This design comes from an exercise in tuning for small area and a short achievable clock period on the open sky130 flow, not from production work. RTL that was checked went through simulation tests only; none was proved equivalent to the original. For runs 4 and 5, only the layout was checked, not whether the RTL still works. Power and IR drop assume default switching activity.

$ cat flow/design.v
module SRAM_nand2(input a, input b, output y);
    assign y = ~(a & b);
endmodule
module SRAM_nor2(input a, input b, output y);
    assign y = ~(a | b);
endmodule
module SRAM_nand4(input a, input b, input c, input d, output y);
    assign y = ~(a & b & c & d);
endmodule
module SRAM_inv(input a, output y);
    assign y = ~a;
endmodule
module SRAM_leaf(input sa, input ma, input sb, input mb, output t);
    assign t = ~((sa | ma) & (sb | mb));
endmodule
module SRAM_color(input [127:0] t, output r);
    wire [63:0] u;
    wire [15:0] v;
    wire [7:0]  w;
    wire [1:0]  x;
    genvar k;
    generate
        for (k = 0; k < 64; k = k + 1) begin : l1
            SRAM_nor2 g(.a(t[2*k]), .b(t[2*k+1]), .y(u[k]));
        end
        for (k = 0; k < 16; k = k + 1) begin : l2
            SRAM_nand4 g(.a(u[4*k]), .b(u[4*k+1]), .c(u[4*k+2]), .d(u[4*k+3]), .y(v[k]));
        end
        for (k = 0; k < 8; k = k + 1) begin : l3
            SRAM_nor2 g(.a(v[2*k]), .b(v[2*k+1]), .y(w[k]));
        end
        for (k = 0; k < 2; k = k + 1) begin : l4
            SRAM_nand4 g(.a(w[4*k]), .b(w[4*k+1]), .c(w[4*k+2]), .d(w[4*k+3]), .y(x[k]));
        end
    endgenerate
    SRAM_nor2 l5(.a(x[0]), .b(x[1]), .y(r));
endmodule
module SRAM(
    input  [15:0]   hi,
    input  [15:0]   lo,
    input           wv,
    input  [2047:0] mem,      
    output [255:0]  wen,
    output [7:0]    rd
);
    wire [15:0]  hin, lown;
    wire [255:0] rseln;
    genvar i, b;
    generate
        for (i = 0; i < 16; i = i + 1) begin : pre
            SRAM_inv   hn(.a(hi[i]), .y(hin[i]));
            SRAM_nand2 ln(.a(lo[i]), .b(wv), .y(lown[i]));
        end
        for (i = 0; i < 256; i = i + 1) begin : row
            localparam integer P = (i + 255) % 256;    
            SRAM_nand2 rs(.a(hi[P / 16]), .b(lo[P % 16]), .y(rseln[i]));
            SRAM_nor2  we(.a(hin[i / 16]), .b(lown[i % 16]), .y(wen[i]));
        end
        for (b = 0; b < 8; b = b + 1) begin : col
            wire [127:0] t;
            for (i = 0; i < 128; i = i + 1) begin : pair
                SRAM_leaf lf(.sa(rseln[2*i]),   .ma(mem[16*i + b]),
                             .sb(rseln[2*i+1]), .mb(mem[16*i + 8 + b]),
                             .t(t[i]));
            end
            SRAM_color co(.t(t), .r(rd[b]));
        end
    endgenerate
endmodule
module Stack(
    input clk,
    input Reset,
    input StackRead,
    input StackWrite,
    input [7:0] Datain,
    output reg [7:0] Dataout
);
    reg  [15:0]   hi;
    reg  [15:0]   lo;
    reg  [7:0]    top;
    reg           wv;
    reg  [2047:0] mem;
    wire [255:0]  wen;
    wire [7:0]    rd;
    SRAM sram_instance(
        .hi(hi),
        .lo(lo),
        .wv(wv),
        .mem(mem),
        .wen(wen),
        .rd(rd)
    );
    genvar i;
    generate
        for (i = 0; i < 256; i = i + 1) begin : row
            always @(posedge clk)
                if (wen[i]) mem[8*i +: 8] <= top;
        end
    endgenerate
    always @(posedge clk or posedge Reset) begin
        if (Reset) begin
            hi <= 16'h0001;           
            lo <= 16'h0001;
            wv <= 1'b0;
            Dataout <= 8'h00;
        end
        else begin
            wv <= StackWrite;
            if (StackWrite) begin                     
                lo <= {lo[0], lo[15:1]};
                if (lo[0]) hi <= {hi[0], hi[15:1]};
            end
            else if (StackRead) begin                 
                lo <= {lo[14:0], lo[15]};
                if (lo[15]) hi <= {hi[14:0], hi[15]};
                Dataout <= top;
            end
        end
    end
    always @(posedge clk) begin
        if (StackWrite)
            top <= Datain;
        else if (StackRead)
            top <= rd;
    end
endmodule
$ cat flow/run.sh
#!/bin/bash
# synth_recipe.tcl (not shown) runs the flow's synth.tcl, then flattens the netlist and writes it again
# the make line also repeats each setting of config.mk as NAME=value (left out here)
make -C /OpenROAD-flow-scripts/flow DESIGN_CONFIG=/design/flow/config.mk WORK_HOME=/design/flow/orfs CLKGATE_MAP_FILE= SYNTH_SCRIPT=/design/flow/synth_recipe.tcl finish
$ cat flow/config.mk
export PLATFORM = sky130hd
export DESIGN_NAME = Stack
export DESIGN_NICKNAME = Stack
export VERILOG_FILES = /design/flow/design.v
export SDC_FILE = /design/flow/constraint.sdc
export NUM_CORES = 4
export LEC_CHECK = 0
export CAP_MARGIN = 30
export CORE_MARGIN = 2
export CORE_UTILIZATION = 60
export CTS_BUF_LIST = sky130_fd_sc_hd__clkbuf_16 sky130_fd_sc_hd__clkbuf_8
export CTS_CLUSTER_DIAMETER = 60
export CTS_CLUSTER_SIZE = 30
export PLACE_DENSITY = 0.7
export SETUP_SLACK_MARGIN = 4.4
export SLEW_MARGIN = 20
export SYNTH_HIERARCHICAL = 1
export SYNTH_MINIMUM_KEEP_SIZE = 0
export TNS_END_PERCENT = 10
$ cat flow/constraint.sdc
create_clock -name core_clock -period 7.0 [get_ports {clk}]
set_input_delay 1.4000 -clock core_clock [delete_from_list [all_inputs] [get_ports {clk}]]
set_output_delay 1.4000 -clock core_clock [all_outputs]
set_load 0.01 [all_outputs]
==> flow_results.org, run 1 <==
** Yosys
- By area the synthesized netlist is led by edfxtp_1, o22ai_1, nor2_1.
- Mean instance size in the synthesized netlist :: 16.6 um^2
- During synthesis, Yosys emitted a total of 7 warnings.
- Cell area after technology mapping :: 0.0756 mm^2
- Most common cell in the synthesized netlist :: edfxtp_1
- Count of mapped cells out of synthesis :: 4546
- Distinct cell type count after synthesis :: 25
- Post-synth EDFFs :: ~2000
- In the synthesized netlist the dominant register cell turns out to be edfxtp_1.
- Of all cell types, the one taking the most synthesized area is edfxtp_1.
- After synthesis, the largest area contributor takes up 81.7% of total cell area.
- Synthesis-stage register bit count :: 2097
- Fraction of the yosys area taken by sequential cells :: slightly above 80%
- Counting every net in the synthesized netlist gives about 4600.
- Commonest cells post-synth :: edfxtp_1, o22ai_1, nor2_1
- After synthesis, the share of flip-flops with an asynchronous set or reset is 1.96%.

** Power
- For this design the static power due to leakage is roughly 25 nW.
- The clock network is responsible for a little under two fifths of the overall power.
- In this run, flip-flops and latches consume 61.4% of the power.
- In this run, the combinational gates consume 1.8% of the power.
- Cell internal power was estimated by the tool at 17.9 mW.
- Across the VDD grid, the largest voltage drop is 0.302 mV.
- Switch Pwr :: 4.67 mW
- Power per unit of standard cell area :: 268 mW/mm^2
- Of the total power, the share spent switching nets is roughly a fifth.
- Summing internal, switching and leakage power gives 22.6 mW.

** Global route
- Largest net degree at the start of global routing :: 93
- The first global-routing pass estimated between 200000 and 300000 um of wire.
- The via count of the first global-routing pass was 42400.
- Antenna violations before repair :: 4
- GRT Resource Usage Total :: 30.8%
- Global routing finished with a remaining overflow of 0.

** CTS
- At the later pin of the worst-skew pair, clock insertion delay measures 0.78 ns.
- Num CTS Buffers :: 131
- TritonCTS built the clock tree.
- The clock passes through at most 3 buffers.
- Clock-pin slew was measured on the worst setup and hold paths at 0.08 ns.
- Number of sinks handled by clock tree synthesis :: 2097
- In this run the clock root is driven by a clkbuf_16.
- The H-tree generated during clock tree synthesis spans 4 levels.

** Timing
- Final min period :: between 2 and 3 ns
- Fin crit share :: 40.1%
- Setup Total Neg Slack :: 0 ns
- At the pin with the least slew margin, the transition time is 1.03 ns.
- Headroom to the max-slew limit came out at 31.5%.
- Finish-stage setup viols :: 0
- Highest Clock Rate :: 357 MHz
- The number of pins with negative max-slew slack in the final report came to 0.
- Worst-case clock skew :: 0.0405 ns
- Setup repair after global routing could not meet its margin everywhere.
- Final Hold Viols :: 0

** Setup path
- The signal on the critical path passes through buf_6.
- STA classifies the critical path endpoint as an output port.
- Buffers & Inverters on Critical Path :: 1
- The setup path with the least slack is of type reg2out.
- In this design, the stage delay of the slowest critical-path cell is approximately 0.48 ns.
- For the worst flop-to-flop path, the logic depth is 2.
- Among all stages on the critical path, the largest delay is contributed by dfrtp_2.
- Among cell families on the critical path, the largest total delay comes from flip-flops.
- CP max FO :: 2
- At the worst endpoint, the required time is 5.60 ns.
- For the worst setup path, the data arrival time is approximately 1.4 ns.
- Reg-to-reg slack, setup :: 4.23 ns
- Worst r2r src :: wv
- In this run the worst setup path begins at Dataout[0].
- Crit path launch type :: register
- In this run the number of cells on the critical path is 1.

** Route
- Number of remaining DRC errors :: 0
- Wirelength per Cell :: a little over 30 um
- The routed design has 202000 um of wire.
- Antenna Nets Post-Route :: 0
- First-pass detailed-route iteration total :: 6
- Across all layers, the routed design uses 45100 vias.
- After detailed routing, the number of vias per cell comes to between 6 and 7.
- After the first detailed-routing iteration, the DRC count stood at just under 8000.

** Layout
- For this run, the post-layout net count is roughly 4800.
- After filler insertion, the fill cell instance count of the layout stands at 8249.
- Final cell count without fillers :: ~6500
- The repair_antennas step left the layout with diodes totalling 0.
- In the final layout, the share of cells above drive strength 1 is 11.8%.
- Area growth, synth to finish :: 11.4%

** Floorplanning
- Floorplan die height :: about 360 um
- Once the floorplan was initialized, standard cells occupied 60.4% of the core.
- After floorplanning, the core was sized to cover 0.125 mm^2.
- Row count :: 130
- I/O pin count :: 20
- DIE WIDTH :: 359 um
- Area of the die :: 0.129 mm^2

** Placement
- Number of placed cells counting well taps :: about 6300
- The HPWL after detailed placement is 121000 um.
- At the end of routability-driven placement, the weighted congestion stood at 0.902.
- Number of buffer cells added on primary ports :: 19

** Worst hold path
- Worst hold stages :: 1
- Startpoint of the worst hold path :: Dataout[2]
- The path class of the tightest hold or removal check is reg2reg.

** Run
- The tool flagged a number of max-cap violations equal to 0.

** Outcome
- The run finished with no timing, DRC or antenna violations.
what timing repair did:
item / 4_1_cts / 5_1_grt
pin swaps: 6 / 23
resized for setup: 144 / 122
hold buffers: 0 / 0
endpoints found under the setup margin: 1708 / 400
buffers inserted: 17 / 27
gates cloned: 0 / 0
metrics by stage:
| step | setup slack (ns) | instance area, um^2 | hold WS (ns) | util [%] |
|---|---|---|---|---|
| final | 4.20 | 84200 | 0.506 | 67.2 |
| after CTS | 4.17 | 83400 | 0.510 | 66.6 |
| after floorplan | 2.94 | 75600 | 0.552 | - |
| after global placement | 3.79 | 78100 | 0.495 | 62.4 |
| after global routing | 4.16 | 84200 | 0.517 | 67.2 |
| after detailed placement | 3.80 | 78400 | 0.494 | 62.6 |
flip-flops by register name, indices dropped and copies added, names as in the netlist:
signal and count:
Dataout 8, wv 1, hi 16, lo 16, mem 2048, top 8
layout by cell type (no fill, tap or decap), types with 17 or more instances in the layout:
cell type and n:
buf_12 21, inv_6 20, nor2_1 771, inv_1 25, o22ai_1 1024, dfrtp_4 20, nor2_2 61, nand4_1 144
clkbuf_16 138, nand2_2 86, nand2_4 17, buf_4 61, nand2_1 185, edfxtp_1 2056
area by class of cell:
class | count | area, um^2 | area share [%]
flip-flops and latches | 2097 | 62900 | 74.7
clock inverters | 98 | 1000 | 1.19
clock buffers | 140 | 3480 | 4.13
repair buffers | 127 | 1550 | 1.84
well taps | 1650 | 2060 | 2.45
multi-input cells | 2411 | 13200 | 15.6
inverters | 17 | 63.8 | 0.0758
path summary, 6_finish.rpt:
path | end
min | Dataout[2]
max | Dataout[0]
min reg2reg | Dataout[2]
min in group asynchronous | hi[10]
max in group asynchronous | lo[11]
max reg2reg | mem[158]
modules after synthesis (local to each module, per instance), a selection:
module | area (um^2) | flip-flops and latches
Stack | 64100 | 2097
SRAM_leaf | 6.26 | 0
SRAM_nand4 | 6.26 | 0
SRAM_inv | 3.75 | 0
SRAM_nand2 | 3.75 | 0
SRAM_nor2 | 3.75 | 0
power groups by stage:
stage                     clock (mW)  sequential [mW]  combinational [mW]
after floorplan                    0             14.3              0.0371
after global placement             0             14.2               0.371
after detailed placement           0             14.2               0.396
after CTS                       8.37             13.9               0.397
after global routing            8.85             13.9               0.434
final                           8.31             13.9               0.405
logic make-up (layout without fill, tap and decap cells):
logic type	count (synthesis)	after routing	share of synthesized area, %
multiplexers	32	32	0.490
AO/OA/AOI/OAI	1072	1072	8.92
buffers and inverters	38	382	0.280
flip-flops	2097	2097	83.0
AND/OR/NAND/NOR	1307	1307	7.28
routing by layer:
layer,global-route usage [%],wire (um),vias up
li1,-,-,18900
met1,43.1,74700,22800
met2,47.3,93600,2969
met3,6.68,23700,469
met4,14.1,9830,2
met5,0,13,-
==> inputs of run 2 (changes only) <==
--- a/flow/config.mk
+++ b/flow/config.mk
@@ -9,7 +9,4 @@
 export CORE_MARGIN = 2
 export CORE_UTILIZATION = 60
-export CTS_BUF_LIST = sky130_fd_sc_hd__clkbuf_16 sky130_fd_sc_hd__clkbuf_8
-export CTS_CLUSTER_DIAMETER = 60
-export CTS_CLUSTER_SIZE = 30
 export PLACE_DENSITY = 0.7
 export SETUP_SLACK_MARGIN = 4.4
==> run 2 against run 1 <==
Against the previous run: still clean; combinational power grew 1%; critical path depth did not move; maximum frequency shrank 1.8%; critical endpoint is now Dataout[5]; core utilization up 1.3 points; clock skew fell by 0.013 ns; non-clock buffer count fell by 6.
==> flow_results.org, run 2 <==
** Yosys
- The number of nets in the synthesized netlist is 4558 (unchanged).
- Area share of the largest cell type after synthesis :: 81.7% (unchanged)
- The count of flip-flops with a built-in enable after synthesis is 2056 (unchanged).
- Distinct cell type count after synthesis :: 25 (unchanged)
- The number of synthesized register bits was 2097 (unchanged).
- Top cells by area in the synthesized netlist :: edfxtp_1, o22ai_1, nor2_1
- The average cell area after synthesis is 16.6 um^2 (unchanged).
- The sequential share of the synthesized area is 83.0% (unchanged).
- Area leader, netlist :: edfxtp_1
- The number of instances in the synthesized netlist was 4546 (unchanged).
- Cell area after technology mapping :: 0.0756 mm^2 (unchanged)
- In the synthesized netlist the dominant register cell turns out to be edfxtp_1.
- The fraction of synthesis flops using an asynchronous set or reset pin was 1.96% (unchanged).
- Commonest cells post-synth :: edfxtp_1, o22ai_1, nor2_1
- In the post-synthesis netlist, the cell with the most instances is edfxtp_1.
- Number of warning messages in the yosys log :: 7 (unchanged)

** Setup path
- The worst path required time came to 5.60 ns (about the same).
- The critical path is of the reg2out type.
- Reg-to-reg slack, setup :: 4.21 ns (-0.02 ns)
- The depth of the most critical reg-to-reg path was 3 (+1).
- Delay of the slowest cell on the worst path :: 0.48 ns (about the same)
- Slowest cell on crit path :: dfrtp_2
- The cell count along the critical path is 1 (unchanged).
- The maximum fanout along the worst path came to 2 (unchanged).
- CP delay by family, top :: flip-flops
- The worst register-to-register path ends at mem[1114].
- Following the worst setup path forward leads to its endpoint at Dataout[5].
- Buffers & Inverters on Critical Path :: 1 (unchanged)
- Crit path launch type :: register
- Cells along the critical path :: buf_6
- Critical path capture point type :: output port
- Start point of the critical path :: Dataout[5]
- In this run the critical register-to-register path is launched from wv.
- The data arrival time at the worst-slack endpoint came to 1.46 ns (+0.06 ns).

** Global route
- Vias in the first global route :: 43400 (+2.3%)
- The wire length of the first global-routing pass was 291000 um (+1.2%).
- The largest net degree at the start of global routing was 93 (unchanged).
- The total grt overflow came to 0 (unchanged).
- GRT Resource Usage Total :: 31.2% (+0.34 points)
- Antenna violations before repair :: 5 (+1)

** Layout
- Utilization after layout :: 68.5% (+1.3 points)
- Area growth, synth to finish :: 13.5%
- Filler Cell Count :: 8068 (-2.2%)
- In the layout the commonest cells are edfxtp_1, o22ai_1, nor2_1, clkbuf_16, nand2_1.
- The number of nets in the layout came to 4855 (+1.2%).
- The number of flip-flops in the largest register came to 2048 (unchanged).
- The largest registers in the layout are mem: 2048 flops, hi: 16 flops, lo: 16 flops.
- Most frequent standard cell in the layout excluding fill and tap cells :: edfxtp_1
- mem holds more flip-flops than any other register.
- Fraction of final layout cells sized beyond drive strength 1 :: 12.4% (+0.66 points)

** Timing
- The normalized max-slew margin is 34.0% (+2.5 points).
- The fmax was 350 MHz (-1.8%).
- Final min period :: 2.86 ns (+0.0520 ns)
- Final Hold Viols :: 0 (unchanged)
- The post-route clock skew was 0.0273 ns (-0.0132 ns).
- Fin crit share :: 40.8% (+0.74 points)
- RSZ-0062 raised after global routing :: yes
- The setup violation total in the final timing report is 0 (unchanged).
- The transition time at the pin with the least slew margin is 0.986 ns (-0.0409 ns).
- Setup Total Neg Slack :: 0 ns (unchanged)
- Number of max-slew violations in the final report :: 0 (unchanged)

** Power
- The fraction of power consumed by the clock network was 41.8% (+5.0 points).
- Switch Pwr :: 4.85 mW (+3.8%)
- The sequential power share is 56.5% (-4.9 points).
- IR drop worst, VDD :: 0.291 mV (-3.6%)
- The leakage power of the design was 25.5 nW (+3.1%).
- The internal power contribution is 19.7 mW (+10%).
- The ratio of total power to cell area came to 286 mW/mm^2 (+6.7%).
- Combinational share of power :: 1.7% (about the same)
- Switching power as a share of total power :: 19.7% (-0.94 points)

** Route
- The number of routed nets with antenna violations came to 0 (unchanged).
- The detailed-route wire length per cell was 30.7 um (-0.54%).
- The number of DRC markers after the initial detailed-route iteration is 6956 (-11%).
- Average vias per placed instance :: 6.83 (-1.1%)
- The number of remaining DRC errors was 0 (unchanged).
- Drt total wl :: 205000 um (+1.3%)
- Number of vias in the routed layout :: 45500 (+0.76%)
- First-pass detailed-route iteration total :: 6 (unchanged)

** CTS
- The number of buffers on the longest clock path is 3 (unchanged).
- Cell at the root of the clock tree :: clkbuf_16
- The H-tree depth reported by CTS came to 4 (unchanged).
- Clock network latency to the later pin of the worst-skew pair :: 0.83 ns (+0.05 ns)
- The quantity of hold-fixing buffers added after cts is 0 (unchanged).
- Num CTS Buffers :: 195 (+49%)
- Clock tree from TritonCTS :: done
- Number of sinks handled by clock tree synthesis :: 2097 (unchanged)
- The clock-pin slew on the worst setup and hold paths was 0.06 ns (-0.02 ns).

** Run
- Max cap viols :: 0 (unchanged)

** Placement
- GPL Wtd Cong :: 0.902 (unchanged)
- Post-DP HPWL :: 121000 um (unchanged)
- Number of buffer cells added on primary ports :: 19 (unchanged)

** Floorplanning
- The area of the die is 0.129 mm^2 (unchanged).
- The total I/O pin count was 20 (unchanged).
- Floorplan die height :: 359 um (unchanged)
- The number of core rows came to 130 (unchanged).
- The initial core utilization came to 60.4% (unchanged).
- The total core area came to 0.125 mm^2 (unchanged).
- The die extent in x came to 359 um (unchanged).

** Outcome
- Run status :: timing/DRC/antenna clean

** Worst hold path
- Startpoint of the worst hold path :: Dataout[2]
- In this run the worst hold path is classified as reg2reg.
[run 2: cell counts after synthesis]
No cell type changed its count.
[run 2: area by class of cell]
cell class / count / area [um^2] / area share, %
clock inverters: 120 / 1010 / 1.17
multi-input cells: 2411 / 13200 / 15.3
diodes: 3 / 7.51 / 0.00875
repair buffers: 121 / 1460 / 1.70
inverters: 17 / 63.8 / 0.0744
clock buffers: 242 / 5180 / 6.04
flip-flops and latches: 2097 / 62900 / 73.3
well taps: 1650 / 2060 / 2.41
[run 2: Yosys stat by module, one instance, submodules excluded, excerpt]
module	times used	area, um^2	flops+latches
SRAM_leaf	1024	6.26	0
SRAM_nand4	144	6.26	0
Stack	1	64100	2097
SRAM_inv	16	3.75	0
SRAM_nand2	272	3.75	0
SRAM_nor2	840	3.75	0
[run 2: cells by family after synthesis]
kind of cell | count (synthesis) | synth area share, %
muxes | 32 | 0.490
buffers and inverters | 38 | 0.280
DFF | 2097 | 83.0
and+or+nand+nor | 1307 | 7.28
AOI/OAI and AO/OA | 1072 | 8.92
[run 2: power groups by stage]
stage | clock network [mW] | logic (mW) | registers (mW)
after global routing | 10.9 | 0.439 | 13.9
after floorplan | 0 | 0.0371 | 14.3
after global placement | 0 | 0.371 | 14.2
after detailed placement | 0 | 0.396 | 14.2
final | 10.3 | 0.411 | 13.9
after CTS | 10.3 | 0.396 | 13.9
[run 2: metrics by stage]
step / hold slack, ns / power (mW) / setup WS, ns / cell area (um^2) / std cells
global placement: 0.495 / 14.5 / 3.79 / 78100 / 6242
finish: 0.501 / 24.6 / 4.14 / 85800 / 6661
detailed placement: 0.494 / 14.5 / 3.80 / 78400 / 6253
global route: 0.512 / 25.2 / 4.10 / 85800 / 6658
floorplan: 0.552 / 14.4 / 2.94 / 75600 / 4546
CTS: 0.505 / 24.6 / 4.11 / 85000 / 6632
[run 2: worst min-delay path by stage]
stage	to	slack, ns	cells after the start
after floorplan	Dataout[0]	0.55	1
after global placement	Dataout[2]	0.49	1
after detailed placement	Dataout[2]	0.49	1
after global routing	Dataout[2]	0.51	1
after CTS	Dataout[2]	0.51	1
final	Dataout[2]	0.50	1
[run 2: metal layers]
layer | up-vias | share of wire, % | GRT usage [%]
li1 | 19100 | - | -
met1 | 22900 | 37 | 42.8
met2 | 2971 | 46 | 47.6
met3 | 488 | 12 | 7.58
met4 | 6 | 4.9 | 15.1
met5 | - | 0.022 | 0
[run 2: repair_timing]
action / CTS / global route
gates resized for setup: 135 / 130
setup buffers: 17 / 20
pin swaps: 3 / 17
endpoints found under the setup margin: 1763 / 480
==> inputs of run 3 (changes only) <==
--- a/flow/config.mk
+++ b/flow/config.mk
@@ -9,8 +9,11 @@
 export CORE_MARGIN = 2
 export CORE_UTILIZATION = 60
+export CTS_BUF_LIST = sky130_fd_sc_hd__clkbuf_16 sky130_fd_sc_hd__clkbuf_8
+export CTS_CLUSTER_DIAMETER = 60
+export CTS_CLUSTER_SIZE = 30
 export PLACE_DENSITY = 0.7
-export SETUP_SLACK_MARGIN = 4.4
+export SETUP_SLACK_MARGIN = 4.7
 export SLEW_MARGIN = 20
 export SYNTH_HIERARCHICAL = 1
 export SYNTH_MINIMUM_KEEP_SIZE = 0
-export TNS_END_PERCENT = 10
+export TNS_END_PERCENT = 100
==> run 3 against run 2 <==
Against the previous run: register-to-register slack improved by 0.09 ns; first-iteration DRC count rose by 0.53%; final area is 3.2% higher; combinational power grew 4%; total power is 6.6% lower; still clean on timing, DRC and antenna; critical path depth unchanged; count of clock-buffer cells in the layout fell by 100; maximum frequency is 2.6% higher; routed wire length up 4.4%; highest routed layer unchanged; clock skew rose by 0.014 ns.
==> flow_results.org, run 3 <==
** Layout
- Design area :: 0.0886 mm^2 (+3.2%)
- Most frequent standard cell in the layout excluding fill and tap cells :: edfxtp_1
- The number of nets in the layout was 4908 (+1.1%).
- From synthesis to final layout, the design area changed by 17.2%.
- Commonest cells after routing, fill and taps aside :: edfxtp_1, o22ai_1, nor2_1, clkbuf_16, nand4_1
- The largest registers in the layout are mem: 2048 flops, hi: 16 flops, lo: 16 flops.
- Fraction of final layout cells sized beyond drive strength 1 :: 20.2% (+7.7 points)
- Reg with most FFs :: mem
- Flip-flop count of the largest register after layout :: 2048 (unchanged)
- Final cell count without fillers :: 6654 (-0.11%)

** Route
- Antenna Nets Post-Route :: 0 (unchanged)
- Wirelength per Cell :: 32.1 um (+4.5%)
- Average vias per placed instance :: 6.93 (+1.4%)
- The number of DRC markers after the initial detailed-route iteration came to 6993 (+0.53%).
- Number of remaining DRC errors :: 0 (unchanged)
- Drt total wl :: 214000 um (+4.4%)
- Number of vias in the routed layout :: 46100 (+1.3%)
- First-pass detailed-route iteration total :: 8 (+2)

** Timing
- The fmax was 359 MHz (+2.6%).
- Finish-stage setup viols :: 0 (unchanged)
- RSZ-0062 raised after global routing :: yes
- Worst path setup slack after routing :: 4.22 ns (+0.0714 ns)
- Number of max-slew violations in the final report :: 0 (unchanged)
- The time the final worst path needs with I/O delays and setup is 2.78 ns (-0.0714 ns).
- The post-route clock skew is 0.0411 ns (+0.0137 ns).
- The transition time at the pin with the least slew margin came to 1.11 ns (+0.119 ns).
- The summed negative setup slack over all endpoints was 0 ns (unchanged).
- Fin crit share :: 39.8% (-1.0 points)
- Final Hold Viols :: 0 (unchanged)
- The normalized max-slew margin is 26.3% (-7.7 points).

** Setup path
- Worst Setup Path Type :: reg2out
- The worst path required time was 5.60 ns (about the same).
- On the critical path the largest part of the delay comes from flip-flops.
- The slowest stage of the critical path is the dfrtp_2 cell.
- Crit path launch type :: register
- The total buffers and inverters traversed by the critical path came to 1 (unchanged).
- The data arrival time at the worst-slack endpoint is 1.38 ns (-0.08 ns).
- The maximum fanout along the worst path came to 2 (unchanged).
- The worst setup path is captured at an output port.
- Cells along the critical path :: buf_2
- The highest cell delay on the worst timing path is 0.45 ns (-0.03 ns).

** Yosys
- The count of cell types in the netlist came to 25 (unchanged).
- The number of instances in the synthesized netlist was 4546 (unchanged).
- Among all cell types in the netlist, the one instantiated most often is edfxtp_1.
- Cell area after technology mapping :: 0.0756 mm^2 (unchanged)
- In the post-synthesis netlist, the biggest area contributors are edfxtp_1, o22ai_1, nor2_1.
- Main synth FF type :: edfxtp_1
- By count the netlist is led by edfxtp_1, o22ai_1, nor2_1.
- Area share of the largest cell type after synthesis :: 81.7% (unchanged)
- Area leader, netlist :: edfxtp_1
- Fraction of the yosys area taken by sequential cells :: 83.0% (unchanged)
- The number of nets in the synthesized netlist was 4558 (unchanged).
- The count of flip-flops with a built-in enable after synthesis was 2056 (unchanged).
- The number of synthesized register bits is 2097 (unchanged).
- Async set or reset register ratio after synthesis :: 1.96% (unchanged)
- Number of warning messages in the yosys log :: 7 (unchanged)
- The average cell area after synthesis is 16.6 um^2 (unchanged).

** CTS
- The number of buffers on the longest clock path was 3 (unchanged).
- Number of levels in the clock H-tree :: 4 (unchanged)
- TritonCTS built the clock tree.
- Num CTS Buffers :: 134 (-31%)
- The number of clock sinks was 2097 (unchanged).
- Clock network latency to the later pin of the worst-skew pair :: 0.78 ns (-0.05 ns)
- Clock-pin transition on the worst setup and hold timing paths :: 0.09 ns (+0.03 ns)
- Cell at the root of the clock tree :: clkbuf_16

** Global route
- Antenna violations before repair :: 5 (unchanged)
- First-pass GRT wire length :: 296000 um (+1.5%)
- Total overflow reported by the global router :: 0 (unchanged)
- Largest net degree at the start of global routing :: 218 (+130%)
- Vias in the first global route :: 42900 (-1.2%)
- The total routing usage reported by global routing is 31.8% (+0.61 points).

** Power
- Combinational share of power :: 1.9% (+0.2 points)
- The sequential power share came to 60.4% (+3.9 points).
- The leakage power of the design came to 26.9 nW (+5.8%).
- The post-route total power is 22.9 mW (-6.6%).
- Switch Pwr :: 4.69 mW (-3.2%)
- The switching fraction of total power was 20.5% (+0.71 points).
- Internal power :: 18.2 mW (-7.4%)
- The ratio of total power to cell area came to 259 mW/mm^2 (-9.5%).
- The worst supply voltage drop on vdd is 0.311 mV (+6.7%).
- The fraction of power consumed by the clock network came to 37.7% (-4.1 points).

** Floorplanning
- I/O pin count :: 20 (unchanged)
- The floorplan die height was 359 um (unchanged).
- The area of the die is 0.129 mm^2 (unchanged).
- Total core area :: 0.125 mm^2 (unchanged)
- The die extent in x came to 359 um (unchanged).
- Row count :: 130 (unchanged)
- The initial core utilization is 60.4% (unchanged).

** Placement
- The half-perimeter wire length after detailed placement was 118000 um (-2.4%).
- Worst setup timing slack at the placement stage :: 3.77 ns (-0.0375 ns)
- Post-detailed-placement cell area :: 0.0784 mm^2 (about the same)
- The count of buffers inserted at the top-level ports was 19 (unchanged).
- Number of placed cells counting well taps :: 6246 (-0.11%)
- The final estimated routing congestion in global placement is 0.936 (+3.8%).

** Worst hold path
- Kind of path behind the tightest hold check :: reg2reg

** Run
- Max cap viols :: 0 (unchanged)

** Outcome
- Run status :: timing/DRC/antenna clean
-- run 3: cell counts after synthesis --
Identical to the previous run, type by type.
-- run 3: metal layers --
layer	wire length, um	up-vias	part of all wire, %	track usage (%)
met5	34	-	0.016	0
met4	12800	6	6.0	14.9
met3	26900	596	13	6.89
met2	98200	3358	46	49.2
met1	75600	23000	35	43.9
li1	-	19200	-	-
-- run 3: final timing paths --
| kind | startpoint | slack [ns] | end | cells after the start |
|---|---|---|---|---|
| setup / recovery | Dataout[2] | 4.22 | Dataout[2] | 1 |
| max in group asynchronous | Reset | 5.29 | lo[4] | 3 |
| hold / removal | Dataout[5] | 0.54 | Dataout[5] | 1 |
| min in group asynchronous | Reset | 1.17 | hi[3] | 2 |
| setup reg to reg | lo[8] | 4.30 | top[0] | 10 |
| hold reg to reg | Dataout[5] | 0.54 | Dataout[5] | 1 |
-- run 3: per-stage QoR --
stage	utilization, %	hold slack (ns)
after floorplan	-	0.552
after global placement	62.4	0.501
after detailed placement	62.6	0.497
after CTS	68.5	0.546
after global routing	70.7	0.572
final	70.7	0.544
-- run 3: timing repair --
item                                    in CTS  in global routing
resized for setup                          528                391
hold buffers                                 0                  0
cloned                                       2                  8
endpoints found under the setup margin    2297                602
buffers inserted                            72                 79
pin swaps                                   64                133
-- run 3: per-module statistics from Yosys (local to each module, per instance), a selection --
module,cell area [um^2],cells,flops+latches
SRAM_leaf,6.26,1,0
SRAM_inv,3.75,1,0
SRAM_nor2,3.75,1,0
Stack,64100,2250,2097
SRAM_nand2,3.75,1,0
SRAM_nand4,6.26,1,0
-- run 3: power by group through the flow --
| stage | Sequential [mW] | Combinational, mW | Clock [mW] |
|---|---|---|---|
| 6_report | 13.9 | 0.429 | 8.65 |
| 5_1_grt | 13.9 | 0.455 | 9.13 |
| 3_3_place_gp | 14.1 | 0.389 | 0 |
| 4_1_cts | 13.9 | 0.411 | 8.69 |
| 3_5_place_dp | 14.1 | 0.409 | 0 |
| 2_1_floorplan | 14.3 | 0.0375 | 0 |
-- run 3: kinds of logic after synthesis --
kind of cell / Yosys count / share of synthesized area, %
buffers and inverters: 38 / 0.280
multiplexers: 32 / 0.490
AO/OA/AOI/OAI: 1072 / 8.92
AND/OR/NAND/NOR: 1307 / 7.28
flip-flops: 2097 / 83.0
-- run 3: area by class of cell --
type | count | area, um^2
flip-flops and latches | 2097 | 62900
fillers | 7598 | 36600
multi-input cells | 2411 | 15700
clock buffers | 142 | 3540
repair buffers | 235 | 3150
well taps | 1650 | 2060
clock inverters | 99 | 1180
inverters | 17 | 67.6
diodes | 3 | 7.51
==> inputs of run 4 (changes only) <==
==> flow/design.v (replaced) <==
module SRAM_predec(
    input  [7:0]  tp,
    input         wv,
    output [15:0] hi,
    output [15:0] hin,
    output [15:0] lo,
    output [15:0] lown
);
    genvar k;
    generate
        for (k = 0; k < 16; k = k + 1) begin : g
            assign hi[k]   = (tp[7:4] == k);
            assign hin[k]  = ~(tp[7:4] == k);
            assign lo[k]   = (tp[3:0] == k);
            assign lown[k] = ~(wv & (tp[3:0] == k));
        end
    endgenerate
endmodule
module SRAM_rsel(input a, input b, output yn);
    assign yn = ~(a & b);
endmodule
module SRAM_wen(input an, input bn, output y);
    assign y = ~(an | bn);
endmodule
module SRAM_leaf(input sa, input ma, input sb, input mb, output t);
    assign t = ~((sa | ma) & (sb | mb));
endmodule
module SRAM_color(input [127:0] t, output rn);
    assign rn = |t;
endmodule
module SRAM(
    input  [7:0]    tp,
    input           wv,
    input  [2047:0] mem,      
    output [255:0]  wen,      
    output [7:0]    rdn       
);
    wire [15:0] hi, hin, lo, lown;
    wire [255:0] rseln;
    SRAM_predec pd(.tp(tp), .wv(wv), .hi(hi), .hin(hin), .lo(lo), .lown(lown));
    genvar i, b;
    generate
        for (i = 0; i < 256; i = i + 1) begin : row
            localparam integer P = (i + 255) % 256;    
            SRAM_rsel rs(.a(hi[P / 16]), .b(lo[P % 16]), .yn(rseln[i]));
            SRAM_wen  we(.an(hin[i / 16]), .bn(lown[i % 16]), .y(wen[i]));
        end
        for (b = 0; b < 8; b = b + 1) begin : col
            wire [127:0] t;
            for (i = 0; i < 128; i = i + 1) begin : pair
                SRAM_leaf lf(.sa(rseln[2*i]),   .ma(mem[16*i + b]),
                             .sb(rseln[2*i+1]), .mb(mem[16*i + 8 + b]),
                             .t(t[i]));
            end
            SRAM_color co(.t(t), .rn(rdn[b]));
        end
    endgenerate
endmodule
module Stack(
    input clk,
    input Reset,
    input StackRead,
    input StackWrite,
    input [7:0] Datain,
    output reg [7:0] Dataout
);
    reg  [7:0]    tp;
    reg  [7:0]    top;
    reg           wv;
    reg  [2047:0] mem;
    wire [255:0]  wen;
    wire [7:0]    rdn;
    SRAM sram_instance(
        .tp(tp),
        .wv(wv),
        .mem(mem),
        .wen(wen),
        .rdn(rdn)
    );
    genvar i;
    generate
        for (i = 0; i < 256; i = i + 1) begin : row
            always @(posedge clk)
                if (wen[i]) mem[8*i +: 8] <= top;
        end
    endgenerate
    always @(posedge clk or posedge Reset) begin
        if (Reset) begin
            tp <= 8'h00;
            wv <= 1'b0;
            Dataout <= 8'h00;
        end
        else begin
            wv <= StackWrite;
            if (StackWrite)
                tp <= tp - 8'd1;
            else if (StackRead) begin
                tp <= tp + 8'd1;
                Dataout <= top;
            end
        end
    end
    always @(posedge clk) begin
        if (StackWrite)
            top <= Datain;
        else if (StackRead)
            top <= ~rdn;
    end
endmodule
==> flow/config.mk (replaced) <==
export PLATFORM = sky130hd
export DESIGN_NAME = Stack
export DESIGN_NICKNAME = Stack
export VERILOG_FILES = /design/flow/design.v
export SDC_FILE = /design/flow/constraint.sdc
export NUM_CORES = 4
export LEC_CHECK = 0
export CAP_MARGIN = 30
export CORE_MARGIN = 2
export CORE_UTILIZATION = 60
export CTS_BUF_LIST = sky130_fd_sc_hd__clkbuf_4 sky130_fd_sc_hd__clkbuf_8
export PLACE_DENSITY = 0.7
export SLEW_MARGIN = 20
export SYNTH_HIERARCHICAL = 1
export SYNTH_MINIMUM_KEEP_SIZE = 0
==> run 4 against run 3 <==
Against the previous run: area after synthesis shrank 2.5%; hold slack worse by 0.036 ns; die area fell by 2.5%; global-route usage grew 0.97 points; cell count down 3.7%; critical endpoint is now top[3]; sequential share of layout area is 3.9 points higher; largest power group unchanged; sequential power up 15%.
==> flow_results.org, run 4 <==
** Setup path
- The worst register-to-register path begins at tp[0].
- Data arrival time of the worst path :: 5.52 ns (+4.14 ns)
- STA classifies the critical path startpoint as a register.
- CP max FO :: 18 (+16)
- STA classifies the critical path endpoint as a register.
- The worst path required time came to 7.86 ns (+2.26 ns).
- The setup path with the least slack is of type reg2reg.
- In this run the worst setup path begins at tp[0].

** Floorplanning
- Area of the die :: 0.126 mm^2 (-2.5%)
- Row count :: 128 (-1.5%)
- The total core area came to 0.122 mm^2 (-2.7%).
- The die extent in x came to 354 um (-1.3%).
- I/O pin count :: 20 (unchanged)
- Starting utilization of the core area :: 60.5% (+0.11 points)
- Floorplan die height :: 354 um (-1.3%)

** Route
- First-pass detailed-route iteration total :: 6 (-2)
- Number of vias in the routed layout :: 44500 (-3.5%)
- The detailed-route vias per instance is 6.95 (+0.29%).
- The detailed-route wire length per cell came to 32.2 um (+0.35%).
- Number of violations reported at the end of detailed-routing iteration 0 :: 7488 (+7.1%)
- Number of remaining DRC errors :: 0 (unchanged)
- Drt total wl :: 206000 um (-3.4%)
- Antenna Nets Post-Route :: 0 (unchanged)

** Timing
- Final Hold Viols :: 0 (unchanged)
- Setup Total Neg Slack :: 0 ns (unchanged)
- RSZ-0062 raised after global routing :: no
- Highest Clock Rate :: 215 MHz (-40%)
- Finish-stage setup viols :: 0 (unchanged)
- The ratio of final minimum period to clock period was 66.6% (+27 points).
- Slew at the pin closest to its max-slew limit :: 1.13 ns (+0.0245 ns)
- The number of pins with negative max-slew slack in the final report came to 0 (unchanged).
- The final setup slack of the worst path was 2.34 ns (-1.87 ns).
- The time the final worst path needs with I/O delays and setup came to 4.66 ns (+1.87 ns).
- The normalized max-slew margin came to 24.4% (-1.9 points).
- The post-route clock skew came to 0.0610 ns (+0.0200 ns).

** Yosys
- Main synth FF type :: edfxtp_1
- Cell area after technology mapping :: 0.0737 mm^2 (-2.5%)
- Commonest cells post-synth :: edfxtp_1, o22ai_1, nand2_1
- Area share of the largest cell type after synthesis :: 83.8% (+2.1 points)
- XOR/XNOR Fraction of Synth Area :: 0.0594% (+0.059 points)
- The number of instances in the synthesized netlist was 4126 (-9.2%).
- The simple-gate area share of the yosys netlist was 6.26% (-1.0 points).
- Area leader, netlist :: edfxtp_1
- Most common cell in the synthesized netlist :: edfxtp_1
- The total of warnings raised by yosys came to 7 (unchanged).
- Largest family of logic cells by synthesized area :: compound AO/OA/AOI/OAI gates
- The number of synthesized register bits came to 2073 (-1.1%).
- The multiplexer share of the synthesized area came to 0.136% (-0.35 points).
- The sequential share of the synthesized area was 84.4% (+1.3 points).
- Mean instance size in the synthesized netlist :: 17.9 um^2 (+7.4%)
- The compound-gate portion of the synthesized area came to 8.92% (about the same).
- Net count after synthesis :: 4145 (-9.1%)
- The adder-cell share of the synthesized area was 0.129% (+0.13 points).
- Top cells by area in the synthesized netlist :: edfxtp_1, o22ai_1, nor4_1
- Post-synth EDFFs :: 2056 (unchanged)
- The fraction of synthesis flops using an asynchronous set or reset pin came to 0.820% (-1.1 points).
- The count of cell types in the netlist came to 37 (+48%).

** CTS
- The quantity of hold-fixing buffers added after cts was 0 (unchanged).
- Clock tree from TritonCTS :: done
- Num CTS Buffers :: 327 (+140%)
- Clock network latency to the later pin of the worst-skew pair :: 1.03 ns (+0.25 ns)
- Post CTS Setup Buffer Count :: 0 (-100%)
- Number of gates resized after CTS :: 0 (-100%)
- Number of sinks handled by clock tree synthesis :: 2073 (-1.1%)
- Cell at the root of the clock tree :: clkbuf_8
- Clk buf depth :: 4 (+1)
- The H-tree depth reported by CTS is 5 (+1).
- Clock-pin transition on the worst setup and hold timing paths :: 0.06 ns (-0.03 ns)

** Power
- The ratio of total power to cell area is 373 mW/mm^2 (+44%).
- The leakage power of the design came to 25.3 nW (-6.3%).
- IR drop worst, VDD :: 0.394 mV (+27%)

** Layout
- Ranked by flip-flop count, first place goes to mem.
- Fraction of final layout cells sized beyond drive strength 1 :: 13.1% (-7.0 points)
- The post-layout instance count excluding filler cells was 6405 (-3.7%).
- Most frequent standard cell in the layout excluding fill and tap cells :: edfxtp_1
- Compared with the post-synthesis result, the final layout area differs by 12.7%.
- The top cell types in the final layout, fill and taps aside, are edfxtp_1, o22ai_1, clkbuf_8, nand2_1, nor2_1.
- Utilization after layout :: 68.2% (-2.6 points)
- The number of nets in the layout was 4573 (-6.8%).
- The number of flip-flops in the largest register came to 2048 (unchanged).

** Run
- Max cap viols :: 0 (unchanged)

** Global route
- Met2 Usage GRT :: 49.6% (+0.38 points)
- Met1 Usage GRT :: 45.7% (+1.8 points)
- Met3 track demand over resource :: 8.11% (+1.2 points)
- The wire length of the first global-routing pass was 293000 um (-0.75%).
- Layer carrying the most global-route usage :: met2
- The largest net degree at the start of global routing came to 221 (+1.4%).
- The total routing usage reported by global routing came to 32.8% (+0.97 points).
- Antenna violations before repair :: 7 (+2)
- Total overflow reported by the global router :: 0 (unchanged)
- The via count of the first global-routing pass came to 42600 (-0.60%).

** Placement
- The worst slack at placement is 2.54 ns (-1.23 ns).
- Number of placed cells counting well taps :: 5846 (-6.4%)
- The count of buffers inserted at the top-level ports was 19 (unchanged).
- Post-DP HPWL :: 127000 um (+7.4%)
- GPL Wtd Cong :: 0.949 (+1.4%)

** Outcome
- Run status :: timing/DRC/antenna clean

** Worst hold path
- Startpoint of the worst hold path :: Dataout[5]
- Kind of path behind the tightest hold check :: reg2reg
## run 4: cell types whose count changed after synthesis, moves of 14 or more
cell,previous run,this run
and3b_1,16,2
dfrtp_1,39,17
mux2i_1,16,1
nand4_1,144,65
nor2_1,840,279
nor4_1,0,265
## run 4: cell families after synthesis
logic type	after synthesis
xor+xnor	5
compound gates	1052
simple gates	961
mux	9
buf+inv	19
fa+ha+maj	7
flops	2073
## run 4: worst paths after layout
check	end	slack, ns	cells past startpoint
hold / removal	Dataout[5]	0.51	1
max in group asynchronous	tp[4]	5.56	2
setup reg to reg	top[3]	2.34	10
setup / recovery	top[3]	2.34	10
min in group asynchronous	Dataout[3]	0.85	2
hold reg to reg	Dataout[5]	0.51	1
## run 4: report_power, final
part | switching [mW] | internal [mW]
Clock | 4.45 | 5.24
Sequential | 0.251 | 15.8
Combinational | 4.40 | 0.874
## run 4: worst max-delay path: stages, from the launching register on
cell      delay [ns]
dfrtp_1         0.84
nand2b_1        0.44
nor2_4          0.19
buf_4           0.28
nand2_1         0.42
o22ai_1         0.19
nor4_1          0.56
nand4_1         0.40
nor4_2          0.88
nand2_1         0.11
o21ai_0         0.18
## run 4: metal layers
layer	share of wire (%)	up-vias
li1	-	18400
met1	37	22300
met3	12	543
met5	0.0063	-
met2	46	3177
met4	4.7	2
## run 4: stage by stage
stage	instance area (um^2)	power, mW	hold slack [ns]
floorplan	73700	18.6	0.492
global placement	76600	21.2	0.492
detailed placement	76900	21.4	0.499
CTS	83000	31.0	0.513
global route	83100	31.8	0.528
finish	83100	31.0	0.508
## run 4: per-module statistics from Yosys (local to each module, per instance), a selection
module / flops+latches / times used
SRAM_color: 0 / 8
SRAM_leaf: 0 / 1024
SRAM_predec: 0 / 1
SRAM_rsel: 0 / 256
SRAM_wen: 0 / 256
Stack: 2073 / 1
## run 4: area by class of cell
type | count | area (um^2)
Antenna cell | 6 | 15.0
Clock buffer | 430 | 5310
Timing Repair Buffer | 111 | 1120
Clock inverter | 119 | 754
Sequential cell | 2073 | 62200
Tap cell | 1625 | 2030
Fill cell | 7853 | 38800
Multi-Input combinational cell | 2034 | 11700
Inverter | 7 | 26.3
==> inputs of run 5 (changes only) <==
==> flow/design.v (replaced) <==
module SRAM(
    input clk,
    input Reset,
    input [7:0] Address,
    input SRAMRead,
    input SRAMWrite,
    input [7:0] Datain,
    output reg [7:0] Dataout
);
    reg [7:0] datamem [0:255];
    always @(posedge clk or posedge Reset) begin
        if (Reset) begin
            Dataout <= 8'b0;
        end
        else if (SRAMRead) begin
            Dataout <= datamem[Address];
        end
        else if (SRAMWrite) begin
            datamem[Address] <= Datain;
        end
    end
endmodule
module Stack(
    input clk,
    input Reset,
    input StackRead,
    input StackWrite,
    input [7:0] Datain,
    output [7:0] Dataout
);
    wire [7:0] sram_out;
    reg [7:0] sp;   
    SRAM sram_instance(
        .clk(clk),
        .Reset(Reset),
        .Address(StackRead ? sp + 8'd1 : sp),   
        .SRAMRead(StackRead),
        .SRAMWrite(StackWrite),
        .Datain(Datain),
        .Dataout(sram_out)
    );
    assign Dataout = sram_out;
    always @(posedge clk or posedge Reset) begin
        if (Reset) begin
            sp <= 8'hFF;   
        end
        else if (StackWrite) begin
            sp <= sp - 1;   
        end
        else if (StackRead) begin
            sp <= sp + 1;   
        end
    end
endmodule
==> flow/config.mk (replaced) <==
export PLATFORM = sky130hd
export DESIGN_NAME = Stack
export DESIGN_NICKNAME = Stack
export VERILOG_FILES = /design/flow/design.v
export SDC_FILE = /design/flow/constraint.sdc
export NUM_CORES = 4
export LEC_CHECK = 0
export CAP_MARGIN = 30
export CORE_MARGIN = 2
export CORE_UTILIZATION = 35
export PLACE_DENSITY = 0.5
export SLEW_MARGIN = 20
==> run 5 against run 4 <==
Against the previous run: sequential share of layout area down 12 points; global-route usage up 15 points; synthesized cell count is 20% higher; die area increased by 85%; via count is 49% higher; area after synthesis is 8.4% higher; sequential power decreased by 13%; core utilization decreased by 25 points; clock power rose by 23%; first-iteration DRC count is 120% higher; clock skew shrank 0.023 ns; largest cell class unchanged; highest routed layer unchanged.
==> flow_results.org, run 5 <==
** Outcome
- Run status :: timing/DRC/antenna clean

** Global route
- The total grt overflow came to 0 (unchanged).
- GRT Resource Usage Total :: 48.0% (+15 points)
- The largest net degree at the start of global routing came to 134 (-39%).
- The via count of the first global-routing pass was 57600 (+35%).
- The number of antenna violations at the first check in global routing is 87 (+80).
- The wire length of the first global-routing pass is 696000 um (+140%).

** Layout
- Leaving out fill and tap cells, the most frequent cell in the layout is edfxtp_1.
- Leading registers by flop count :: sram_instance.datamem: 2048 flops, sp: 8 flops, sram_instance.Dataout: 8 flops
- Flip-flop count of the largest register after layout :: 2048 (unchanged)
- Design area :: 0.0979 mm^2 (+18%)
- Reg with most FFs :: sram_instance.datamem
- Area growth, synth to finish :: 22.5%
- Commonest cells after routing, fill and taps aside :: edfxtp_1, buf_4, a22oi_1, nor2_1, clkbuf_16
- Filler Cell Count :: 20400 (+160%)
- # nets final :: 5740 (+26%)
- The proportion of layout cells with a drive suffix above 1 is 23.7% (+11 points).

** Timing
- The time the final worst path needs with I/O delays and setup was 6.68 ns (+2.02 ns).
- The number of pins with negative max-slew slack in the final report came to 0 (unchanged).
- Worst slew margin :: 18.0% (-6.4 points)
- Setup repair after global routing left no endpoint under its margin.
- The number of hold violations in the final report came to 0 (unchanged).
- Worst-case clock skew :: 0.0377 ns (-0.0234 ns)
- Slew at the pin closest to its max-slew limit :: 1.23 ns (+0.101 ns)
- The fmax was 150 MHz (-30%).
- Finish-stage setup viols :: 0 (unchanged)
- Worst Hold Slack :: 0.587 ns (+0.0793 ns)
- The ratio of final minimum period to clock period came to 95.4% (+29 points).

** CTS
- Clock-pin transition on the worst setup and hold timing paths :: 0.06 ns (about the same)
- The number of clock sinks came to 2064 (-0.43%).
- The number of buffers added for setup after CTS is 0 (unchanged).
- Num CTS Buffers :: 223 (-32%)
- The quantity of hold-fixing buffers added after cts was 0 (unchanged).
- CTS placed an instance of clkbuf_16 at the clock tree root.
- The total of cells resized after clock tree synthesis is 0 (unchanged).
- Clk buf depth :: 3 (-1)
- Number of levels in the clock H-tree :: 4 (-1)
- Clock network latency to the later pin of the worst-skew pair :: 0.95 ns (-0.08 ns)
- Clock tree from TritonCTS :: done

** Yosys
- Cell area after technology mapping :: 0.0799 mm^2 (+8.4%)
- Summed over all instances, the cell type with the most area after synthesis is edfxtp_1.
- Post-synth EDFFs :: 2048 (-0.39%)
- Most common cell in the synthesized netlist :: edfxtp_1
- Count of mapped cells out of synthesis :: 4969 (+20%)
- Net count after synthesis :: 4983 (+20%)
- The share of the synthesized area in the top cell type came to 77.0% (-6.8 points).
- Top cells by area in the synthesized netlist :: edfxtp_1, a22oi_1, nor2_1
- The total of warnings raised by yosys was 3 (-4).
- Commonest cells post-synth :: edfxtp_1, a22oi_1, nor2_1
- Main synth FF type :: edfxtp_1
- Mean instance size in the synthesized netlist :: 16.1 um^2 (-10%)
- Fraction of the yosys area taken by sequential cells :: 77.5% (-6.9 points)
- The number of synthesized register bits is 2064 (-0.43%).
- The fraction of synthesis flops using an asynchronous set or reset pin came to 0.775% (-0.045 points).
- Distinct cell type count after synthesis :: 97 (+160%)

** Setup path
- CP max FO :: 27 (+9)
- Worst Setup Path Type :: reg2reg
- The worst setup path is launched from a register.
- For this design, the slowest cell found on the critical path is dfstp_2.
- STA classifies the critical path endpoint as a register.
- The worst path required time is 7.77 ns (-0.09 ns).
- Cells along the critical path :: ha_1 > buf_4 > nand3b_1 > nor3_1 > or3_2 > buf_4 > nand2_1 > buf_4 > nor2_1 > a211oi_1 > buf_4 > nand4_1 > buf_4 > nor4_1 > buf_4 > and4_1 > buf_4 > a31oi_1
- The data arrival time at the worst-slack endpoint is 7.45 ns (+1.93 ns).
- Most Frequent Cell on Critical Path :: buf_4
- Delay of the slowest cell on the worst path :: 0.89 ns (about the same)

** Route
- Number of violations reported at the end of detailed-routing iteration 0 :: 16400 (+120%)
- The first-pass detailed-route iteration total was 8 (+2).
- The number of remaining DRC errors was 0 (unchanged).
- Drt total wl :: 568000 um (+180%)
- Antenna Nets Post-Route :: 0 (unchanged)
- The detailed-route wire length per cell came to 63.3 um (+96%).
- Average vias per placed instance :: 7.38 (+6.2%)
- The total vias in the final route is 66200 (+49%).

** Floorplanning
- The floorplan die height came to 482 um (+36%).
- Starting utilization of the core area :: 35.2% (-25 points)
- The die extent in x was 482 um (+36%).
- The total core area is 0.227 mm^2 (+86%).
- Area of the die :: 0.232 mm^2 (+85%)
- The number of core rows is 175 (+37%).
- I/O pin count :: 20 (unchanged)

** Worst hold path
- Kind of path behind the tightest hold check :: reg2reg

** Power
- Power per unit of standard cell area :: 406 mW/mm^2 (+8.8%)
- The leakage power of the design was 30.8 nW (+22%).
- Final Power :: 39.7 mW (+28%)
- The worst supply voltage drop on vdd is 0.308 mV (-22%).

** Placement
- GPL Wtd Cong :: 1.11 (+17%)
- The half-perimeter wire length after detailed placement was 405000 um (+220%).
- The instance area at placement is 0.0906 mm^2 (+18%).
- The count of buffers inserted at the top-level ports was 19 (unchanged).

** Run
- The total of max-cap violations was 0 (unchanged).
## run 5: path summary, 6_finish.rpt
check / start / to / slack, ns / cells past startpoint
worst min register to register: sp[7] / sp[7] / 0.59 / 1
worst max register to register: sp[0] / sram_instance.Dataout[0] / 0.32 / 18
min in group asynchronous: Reset / sram_instance.Dataout[6] / 1.13 / 3
worst max-delay path: sp[0] / sram_instance.Dataout[0] / 0.32 / 18
max in group asynchronous: Reset / sram_instance.Dataout[0] / 5.49 / 3
worst min-delay path: sp[7] / sp[7] / 0.59 / 1
## run 5: routing by layer
| metal | track usage, % | vias to the layer above | wire [um] |
|---|---|---|---|
| met5 | 0.228 | - | 415 |
| met1 | 59.2 | 34500 | 198000 |
| li1 | - | 22300 | - |
| met3 | 17.5 | 1934 | 78800 |
| met2 | 66.5 | 7390 | 230000 |
| met4 | 40.8 | 52 | 61000 |
## run 5: cell families (layout without fill, tap and decap cells)
family / count (synthesis) / after routing / share of synthesized area, %
AOI/OAI and AO/OA: 1341 / 1341 / 13.1
other: 0 / 64 / 0
buffers and inverters: 351 / 1288 / 1.95
DFF: 2064 / 2064 / 77.5
muxes: 11 / 11 / 0.161
adders and majority gates: 2 / 2 / 0.0313
and+or+nand+nor: 1189 / 1189 / 7.16
xor gates and xnor gates: 11 / 11 / 0.121
## run 5: power breakdown
| group | leakage (nW) | internal (mW) | switching, mW |
|---|---|---|---|
| sequential | 18.6 | 13.7 | 0.227 |
| combinational | 8.85 | 3.01 | 10.9 |
| clock | 3.42 | 6.51 | 5.40 |
## run 5: critical path: cells and delay by family, from the launching register on
family          cells  cell delay, ns
compound gates      2            0.80
flops               1            0.89
buf+inv             7            1.83
fa+ha+maj           1            0.31
simple gates        8            2.64
## run 5: metrics by stage
step	setup WS [ns]	TNS [ns]	util, %	std cells
2_1_floorplan	2.49	0	-	4969
3_3_place_gp	-0.367	-0.940	39.6	8461
3_5_place_dp	0.176	0	39.9	8498
4_1_cts	0.586	0	43.0	8903
5_1_grt	0.388	0	43.1	8930
6_report	0.320	0	43.1	8979
## run 5: final cells by class
cell class | count | area, um^2 | area share (%)
clock inverters | 129 | 1240 | 1.27
repair buffers | 876 | 7440 | 7.60
multi-input cells | 2554 | 17500 | 17.9
well taps | 3009 | 3760 | 3.85
flip-flops and latches | 2064 | 61900 | 63.2
diodes | 64 | 160 | 0.164
inverters | 7 | 26.3 | 0.0268
clock buffers | 276 | 5800 | 5.93

## re-timing with driven ports
The results above use ideal ports. As a check the final layouts listed here were re-extracted and re-timed, cells and wires unchanged. Step 1 assumes that a clkbuf_16 drives the clock port and a buf_2 every other input. Step 2 adds t to the input delays and takes it off the output delays; t is the mean of the earliest and latest rising clock arrival at the registers after step 1. Input paths then give back, and output paths get back, about the clock's delay inside the block. Three values: ideal, step 1, step 2; two values: the first two.
run	t, ns	setup slack, ns	hold slack, ns	slew at the worst register clock pin (ns)
run 1	0.843	4.196 / 4.122 / 3.740	0.506 / 0.506 / 0.506	0.11 / 0.11
run 2	0.891	4.144 / 4.066 / 3.739	0.501 / 0.501 / 0.501	0.07 / 0.07
run 3	0.835	4.215 / 4.144 / 3.918	0.544 / 0.544 / 0.544	0.10 / 0.10
run 4	1.081	2.341 / 2.341 / 2.341	0.508 / 0.508 / 0.508	0.07 / 0.07
run 5	1.037	0.320 / 0.320 / -0.180	0.587 / 0.587 / 0.587	0.07 / 0.07
With both steps, setup timing fails in run 5, where it was met with ideal ports. The setup slack of run 5, which loses most, moves by 0.000 ns with the drivers and by -0.500 ns with both steps.
